This design comes from an exercise in tuning for small area and a short achievable clock period on the open sky130 flow, not from production work. Where RTL was checked, it was by simulation tests only, not by an equivalence proof against the original.

==> flow/design.v (excerpt) <==
module simon_for(
    input  [31:0] plaintext,
    input  [63:0] keytext,
    input         clk,
    output reg [31:0] ciphertext
);
    wire [431:0] key_total;
    wire [15:0]  key31_n;
    wire [495:0] rk = {key_total, keytext};    
    simon_key_for key_generate(
        .keytext(keytext),
        .key_total(key_total),
        .key31_n(key31_n)
    );
    wire [16*33-1:0] x;    
    assign x[15:0] = plaintext[31:16];
    wire [16*33-1:0] y = {x[16*32-1:0], plaintext[15:0]};
    genvar i, j;
    generate
        for (i = 0; i < 32; i = i + 1) begin : g_round
            wire [15:0] yk, w, n, xn;    
            for (j = 0; j < 16; j = j + 1) begin : g_b
                if (i < 31) begin : g_mid
                    simon_xor2  u_yk(.a(y[16*i+j]), .b(rk[16*i + j]), .y(yk[j]));
                end else begin : g_last
                    simon_xnor2 u_yk(.a(y[16*i+j]), .b(key31_n[j]), .y(yk[j]));
                end
                simon_xor2  u_w (.a(yk[j]), .b(x[16*i+(j+14)%16]), .y(w[j]));
                simon_nand2 u_n (.a(x[16*i+(j+15)%16]), .b(x[16*i+(j+8)%16]), .y(n[j]));
                if (i < 31) begin : g_drive
                    simon_xor2  u_x (.a(w[j]), .b(n[j]), .y(xn[j]));
                    simon_inv   u_d (.a(xn[j]), .y(x[16*(i+1)+j]));
                end else begin : g_last_x
                    simon_xnor2 u_x (.a(w[j]), .b(n[j]), .y(x[16*(i+1)+j]));
                end
            end
        end
    endgenerate
    always @(posedge clk)
        ciphertext <= x[16*31 +: 32];
endmodule
For scale: ~32 flip-flops.
==> flow/config.mk <==
export PLATFORM = sky130hd
export DESIGN_NAME = simon_for
export DESIGN_NICKNAME = simon_for
export VERILOG_FILES = /design/flow/design.v
export SDC_FILE = /design/flow/constraint.sdc
export NUM_CORES = 4
export LEC_CHECK = 0
export CAP_MARGIN = 20
export CORE_MARGIN = 2
export CORE_UTILIZATION = 40
export PLACE_DENSITY = 0.6
export SLEW_MARGIN = 20
export SYNTH_HIERARCHICAL = 1
export SYNTH_MINIMUM_KEEP_SIZE = 0
==> flow/constraint.sdc <==
create_clock -name core_clock -period 34.0 [get_ports {clk}]
set_input_delay 6.8000 -clock core_clock [delete_from_list [all_inputs] [get_ports {clk}]]
set_output_delay 6.8000 -clock core_clock [all_outputs]
set_load 0.01 [all_outputs]
standard.sh (not shown) runs the stock make flow with config.mk's settings and CLKGATE_MAP_FILE= SYNTH_SCRIPT=/design/flow/synth_recipe.tcl, a recipe that flattens the netlist after the stock synthesis.
==> flow/flow/run.sh <==
#!/bin/bash
# The standard layout with these changes of how it is made, not of the circuit:
#  - after the standard synthesis, every inv_1 becomes an inv_2 (same area, twice the
#    drive; the inverters drive the design's fanout-4 nets);
#  - the port buffers are buf_2 cells instead of the default clkdlybuf4s50_1 delay cell,
#    which is twice the area and slow on the input paths;
#  - timing-driven global placement reweights the critical nets more often, more
#    strongly and for more of them (the key schedule's chain and the last rounds).
set -euo pipefail
here=$(pwd)
bash standard.sh synth > make_synth.log 2>&1
ODB=$here/orfs/results/$FLOW_PLATFORM/simon_for/base/1_synth.odb \
  openroad -no_init -exit flow/swap_inv.tcl > openroad_swap_inv.log 2>&1
bash standard.sh "BUFFER_PORTS_ARGS=-buffer_cell sky130_fd_sc_hd__buf_2" \
  "GLOBAL_PLACEMENT_ARGS=-timing_driven_net_reweight_overflow {80 70 60 50 40 30 20} -timing_driven_net_weight_max 5 -timing_driven_nets_percentage 30" \
  finish > make_finish.log 2>&1
==> flow/flow/swap_inv.tcl <==
# swap every inv_1 for inv_2 (same area, twice the drive)
read_db $::env(ODB)
set db [ord::get_db]
set to [$db findMaster sky130_fd_sc_hd__inv_2]
set n 0
foreach inst [[ord::get_db_block] getInsts] {
  if {[[$inst getMaster] getName] eq "sky130_fd_sc_hd__inv_1"} {
    $inst swapMaster $to
    incr n
  }
}
puts "swapped $n inv_1 to inv_2"
write_db $::env(ODB)
Change:
==> flow/flow/run.sh (replaced) <==
#!/bin/bash
# The standard layout with two changes of cell choice, not of the circuit:
#  - after the standard synthesis, every inv_1 becomes an inv_2 (same area, twice the
#    drive; the inverters drive the design's fanout-4 nets);
#  - the port buffers are buf_2 cells instead of the default clkdlybuf4s50_1 delay cell,
#    which is twice the area and slow on the input paths.
set -euo pipefail
here=$(pwd)
bash standard.sh synth > make_synth.log 2>&1
ODB=$here/orfs/results/$FLOW_PLATFORM/simon_for/base/1_synth.odb \
  openroad -no_init -exit flow/swap_inv.tcl > openroad_swap_inv.log 2>&1
bash standard.sh "BUFFER_PORTS_ARGS=-buffer_cell sky130_fd_sc_hd__buf_2" finish > make_finish.log 2>&1
Effect: The new run completed without violations; sequential share of layout area hardly moves; worst setup slack gets better by 0.35 ns; global-route usage shrinks by 2.2 points; final cell count stays the same; non-clock buffer count does not change; design area stays flat; count of clock-buffer cells in the layout shrinks by 2; worst hold slack gets worse by 0.0035 ns.
No run of this note included a check of the RTL's function; only the layout flow was run.

========
## job 9473
Another version of the RTL of simon_for (not shown whole).
For scale: about 32 flip-flops, ~32000 um2 of cells after synthesis.
Settings: LEC_CHECK=0, CAP_MARGIN=20, CORE_MARGIN=2, CORE_UTILIZATION=40, PLACE_DENSITY=0.8, SLEW_MARGIN=20, SYNTH_HIERARCHICAL=1, SYNTH_MINIMUM_KEEP_SIZE=0; clock period 34.0 ns.
==> flow/flow/run.sh <==
#!/bin/bash
# The standard layout with two changes of cell choice, not of the circuit:
#  - after the standard synthesis, every inv_1 becomes an inv_2 (same area, twice the
#    drive; the inverters drive the design's fanout-4 nets);
#  - the port buffers are buf_2 cells instead of the default clkdlybuf4s50_1 delay cell,
#    which is twice the area and slow on the input paths.
set -euo pipefail
here=$(pwd)
bash standard.sh synth > make_synth.log 2>&1
ODB=$here/orfs/results/$FLOW_PLATFORM/simon_for/base/1_synth.odb \
  openroad -no_init -exit flow/swap_inv.tcl > openroad_swap_inv.log 2>&1
bash standard.sh "BUFFER_PORTS_ARGS=-buffer_cell sky130_fd_sc_hd__buf_2" finish > make_finish.log 2>&1
Scripts as last shown in full above: flow/flow/swap_inv.tcl
Job 9473 ended with every stage complete and zero timing, DRC or antenna violations.
## Diff of input files: job 1471 against job 9473
# job 9473
export LEC_CHECK = 0
export CAP_MARGIN = 20
export CORE_MARGIN = 2
export CORE_UTILIZATION = 40
export PLACE_DENSITY = 0.8
export SLEW_MARGIN = 20
export SYNTH_HIERARCHICAL = 1
export SYNTH_MINIMUM_KEEP_SIZE = 0
create_clock -name core_clock -period 34.0 [get_ports {clk}]
# job 1471
export LEC_CHECK = 0
export CAP_MARGIN = 20
export CORE_MARGIN = 2
export CORE_UTILIZATION = 70
export PLACE_DENSITY = 0.8
export SLEW_MARGIN = 20
export SYNTH_HIERARCHICAL = 1
export SYNTH_MINIMUM_KEEP_SIZE = 0
create_clock -name core_clock -period 34.0 [get_ports {clk}]
==> flow/run.sh (new file) <==
#!/bin/bash
# synth_recipe.tcl (not shown) runs the flow's synth.tcl, then flattens the netlist and writes it again
# the make line also repeats each setting of config.mk as NAME=value (left out here)
make -C /OpenROAD-flow-scripts/flow DESIGN_CONFIG=/design/flow/config.mk WORK_HOME=/design/flow/orfs CLKGATE_MAP_FILE= SYNTH_SCRIPT=/design/flow/synth_recipe.tcl finish
removed: flow/flow/run.sh
removed: flow/flow/swap_inv.tcl
removed: flow/standard.sh
Findings:
From job 9473 to job 1471 the numbers moved as follows: worst setup slack shows a reduction of 2500 ps, number of rows in the core area shows a reduction of about 25%, floorplan die height went down by 69 um, total of fill cells in the finished design shrank by about 60%. Looking at job 9473 and job 1471, the cell area after layout is a wash. Comparing job 9473 and job 1471, number of placed instances with taps included is higher on job 9473. Worst-path cell with the longest stage delay = sky130_fd_sc_hd__xor2_1: job 9473; worst-path cell with the longest stage delay = sky130_fd_sc_hd__clkdlybuf4s50_1: job 1471. ~same number of flip-flops and latches in job 9473 and job 1471.
## Diff of input files: job 1525 against job 1471
# job 1471
export LEC_CHECK = 0
export CAP_MARGIN = 20
export CORE_MARGIN = 2
export CORE_UTILIZATION = 70
export PLACE_DENSITY = 0.8
export SLEW_MARGIN = 20
export SYNTH_HIERARCHICAL = 1
export SYNTH_MINIMUM_KEEP_SIZE = 0
create_clock -name core_clock -period 34.0 [get_ports {clk}]
# job 1525
export LEC_CHECK = 0
export CAP_MARGIN = 20
export CORE_MARGIN = 2
export CORE_UTILIZATION = 25
export PLACE_DENSITY = 0.35
export SLEW_MARGIN = 20
export SYNTH_HIERARCHICAL = 1
export SYNTH_MINIMUM_KEEP_SIZE = 0
create_clock -name core_clock -period 34.0 [get_ports {clk}]
==> flow/flow/run.sh (new file) <==
#!/bin/bash
# The standard layout with two changes of cell choice, not of the circuit:
#  - after the standard synthesis, every inv_1 becomes an inv_2 (same area, twice the
#    drive; the inverters drive the design's fanout-4 nets);
#  - the port buffers are buf_2 cells instead of the default clkdlybuf4s50_1 delay cell,
#    which is twice the area and slow on the input paths.
set -euo pipefail
here=$(pwd)
bash standard.sh synth > make_synth.log 2>&1
ODB=$here/orfs/results/$FLOW_PLATFORM/simon_for/base/1_synth.odb \
  openroad -no_init -exit flow/swap_inv.tcl > openroad_swap_inv.log 2>&1
bash standard.sh "BUFFER_PORTS_ARGS=-buffer_cell sky130_fd_sc_hd__buf_2" finish > make_finish.log 2>&1
==> flow/flow/swap_inv.tcl (new file) <==
# swap every inv_1 for inv_2 (same area, twice the drive)
read_db $::env(ODB)
set db [ord::get_db]
set to [$db findMaster sky130_fd_sc_hd__inv_2]
set n 0
foreach inst [[ord::get_db_block] getInsts] {
  if {[[$inst getMaster] getName] eq "sky130_fd_sc_hd__inv_1"} {
    $inst swapMaster $to
    incr n
  }
}
puts "swapped $n inv_1 to inv_2"
write_db $::env(ODB)
==> flow/standard.sh (new file) <==
#!/bin/bash
# synth_recipe.tcl (not shown) runs the flow's synth.tcl, then flattens the netlist and writes it again
# the make line also repeats each setting of config.mk as NAME=value (left out here)
make -C /OpenROAD-flow-scripts/flow DESIGN_CONFIG=/design/flow/config.mk WORK_HOME=/design/flow/orfs CLKGATE_MAP_FILE= SYNTH_SCRIPT=/design/flow/synth_recipe.tcl "${@:-finish}"
removed: flow/run.sh
### Flow results
Delta(die footprint, job 1525 - job 1471) > 0. Compared with job 1471, in job 1525 met2 capacity usage during global routing lost 44 points, final worst-path cycle share dropped 9.6 points, core area shows an increase of 81000 um2, fraction of area in registers shows no meaningful change, average detailed-routed wire length per instance saw a decrease. Going from job 1471 to job 1525, routability congestion estimate went down, via count went down. Looking at post-layout utilization of the core, job 1525 sits below job 1471. Diff job 1471 -> job 1525 | final routed wirelength across all metal layers | increase of about 17%.
Setup changes, job 1525 to job 7764
# job 1525
export LEC_CHECK = 0
export CAP_MARGIN = 20
export CORE_MARGIN = 2
export CORE_UTILIZATION = 25
export PLACE_DENSITY = 0.35
export SLEW_MARGIN = 20
export SYNTH_HIERARCHICAL = 1
export SYNTH_MINIMUM_KEEP_SIZE = 0
create_clock -name core_clock -period 34.0 [get_ports {clk}]
# job 7764
export LEC_CHECK = 0
export CAP_MARGIN = 20
export CORE_MARGIN = 2
export CORE_UTILIZATION = 40
export PLACE_DENSITY = 0.6
export SLEW_MARGIN = 20
export SYNTH_HIERARCHICAL = 1
export SYNTH_MINIMUM_KEEP_SIZE = 0
create_clock -name core_clock -period 34.0 [get_ports {clk}]
==> flow/flow/run.sh <==
#!/bin/bash
# The standard layout, except that the port buffers are buf_2 cells: the default pick
# (a clkdlybuf4s50_1 delay cell) is twice the area and slow on the input paths.
set -euo pipefail
bash standard.sh "BUFFER_PORTS_ARGS=-buffer_cell sky130_fd_sc_hd__buf_2" finish > make_finish.log 2>&1
removed: flow/flow/swap_inv.tcl
Results
- Sort job 7764 and job 1525 by routed wire length desc -> top: job 1525
- Job 7764 ended up with ciphertext[24] as its termination of the worst setup path; job 1525 ended up with ciphertext[28].
- As far as register share of the cell area is concerned, job 7764 and job 1525 perform about the same.
- Job 7764 | status: complete | timing, DRC, antenna: pass
- Going from job 1525 to job 7764, the detailed placer's ending HPWL was found to have gone down by 18%.
- Comparing job 7764 and job 1525, the higher relative slew slack is on job 7764.
- Delta (job 7764 minus job 1525): design area -770 um2, post-placement cell area now sits lower.
Inputs modified between job 7764 and job 9502:
==> flow/flow/run.sh <==
#!/bin/bash
set -euo pipefail
here=$(pwd)
bash standard.sh synth > make_synth.log 2>&1
ODB=$here/orfs/results/$FLOW_PLATFORM/simon_for/base/1_synth.odb \
  openroad -no_init -exit flow/swap_inv.tcl > openroad_swap_inv.log 2>&1
bash standard.sh "BUFFER_PORTS_ARGS=-buffer_cell sky130_fd_sc_hd__buf_2" SETUP_SLACK_MARGIN=10.8 finish > make_finish.log 2>&1
==> flow/flow/swap_inv.tcl (new file) <==
# swap every inv_1 for inv_2 (same area, twice the drive)
read_db $::env(ODB)
set db [ord::get_db]
set to [$db findMaster sky130_fd_sc_hd__inv_2]
set n 0
foreach inst [[ord::get_db_block] getInsts] {
  if {[[$inst getMaster] getName] eq "sky130_fd_sc_hd__inv_1"} {
    $inst swapMaster $to
    incr n
  }
}
puts "swapped $n inv_1 to inv_2"
write_db $::env(ODB)
Results
- Job 9502 finished all stages; the layout is clean.
- There was hardly any difference in global-route usage between job 9502 and job 7764.
- | minimum clock period after layout | job 9502 vs job 7764 | 2850 ps lower |
- Job 7764 reports its critical path launch point as keytext[29] while job 9502 reports keytext[17].
- Looking at job 7764 and job 9502, the post-detailed-route count of antenna-violating nets is a wash.
- The run with more setup slack is job 9502; job 7764 has less.
- Density: job 9502 denser than job 7764
Inputs modified between job 9502 and job 1391:
==> flow/flow/run.sh <==
#!/bin/bash
# The standard layout with two changes of cell choice, not of the circuit:
#  - after the standard synthesis, every inv_1 becomes an inv_2 (same area, twice the
#    drive; the inverters drive the design's fanout-4 nets);
#  - the port buffers are buf_2 cells instead of the default clkdlybuf4s50_1 delay cell,
#    which is twice the area and slow on the input paths.
set -euo pipefail
here=$(pwd)
bash standard.sh synth > make_synth.log 2>&1
ODB=$here/orfs/results/$FLOW_PLATFORM/simon_for/base/1_synth.odb \
  openroad -no_init -exit flow/swap_inv.tcl > openroad_swap_inv.log 2>&1
bash standard.sh "BUFFER_PORTS_ARGS=-buffer_cell sky130_fd_sc_hd__buf_2" finish > make_finish.log 2>&1
### Flow results
- [compare] base=job 9502 new=job 1391: first-pass GRT wire length went down by 2000 um; final area went down by about 25%; number of global-route vias before repair went down by 211; actual transition at the worst max-transition pin went down by 67 ps; number of routed nets with antenna violations was more or less identical.
- Job 1391 ran to completion and came out clean on the timing, DRC and antenna checks.

[port drivers added, routing unchanged]
No port has a modelled driver above. Below, the same layouts with a new extraction and two added sets of constraints. Step 1, drivers: a clkbuf_16 drives clk and a buf_2 each remaining input, both assumed. Step 2 times the ports against the registers' clock, not the clock port: input delays grow and output delays shrink by t, the midpoint of the rising clock arrivals with the driver on. Slacks: ideal / step 1 / step 2; pairs: ideal / step 1.
run | shift t [ns] | slack for setup (ns) | worst setup path at the end | latest minus earliest clock arrival (ns)
the first run of note 1 | 0.309 | 8.805 / 8.807 / 8.498 | input to register | 0.005 / 0.005
the second run of note 1 | 0.298 | 9.157 / 9.164 / 8.866 | input to register | 0.008 / 0.008
job 9473 | 0.307 | 8.379 / 8.392 / 8.085 | input to register | 0.002 / 0.003
job 1471 | 0.300 | 5.878 / 5.881 / 5.580 | input to register | 0.003 / 0.003
job 1525 | 0.312 | 9.143 / 9.146 / 8.834 | input to register | 0.006 / 0.006
job 7764 | 0.309 | 7.373 / 7.385 / 7.076 | input to register | 0.003 / 0.002
job 9502 | 0.306 | 10.226 / 10.230 / 9.924 | input to register | 0.003 / 0.003
job 1391 | 0.305 | 9.621 / 9.630 / 9.325 | input to register | 0.003 / 0.003
After both steps every run listed still meets setup and hold. For job 1525, which loses most, drivers alone change the setup slack by +0.003 ns; drivers and shift together by -0.309 ns.
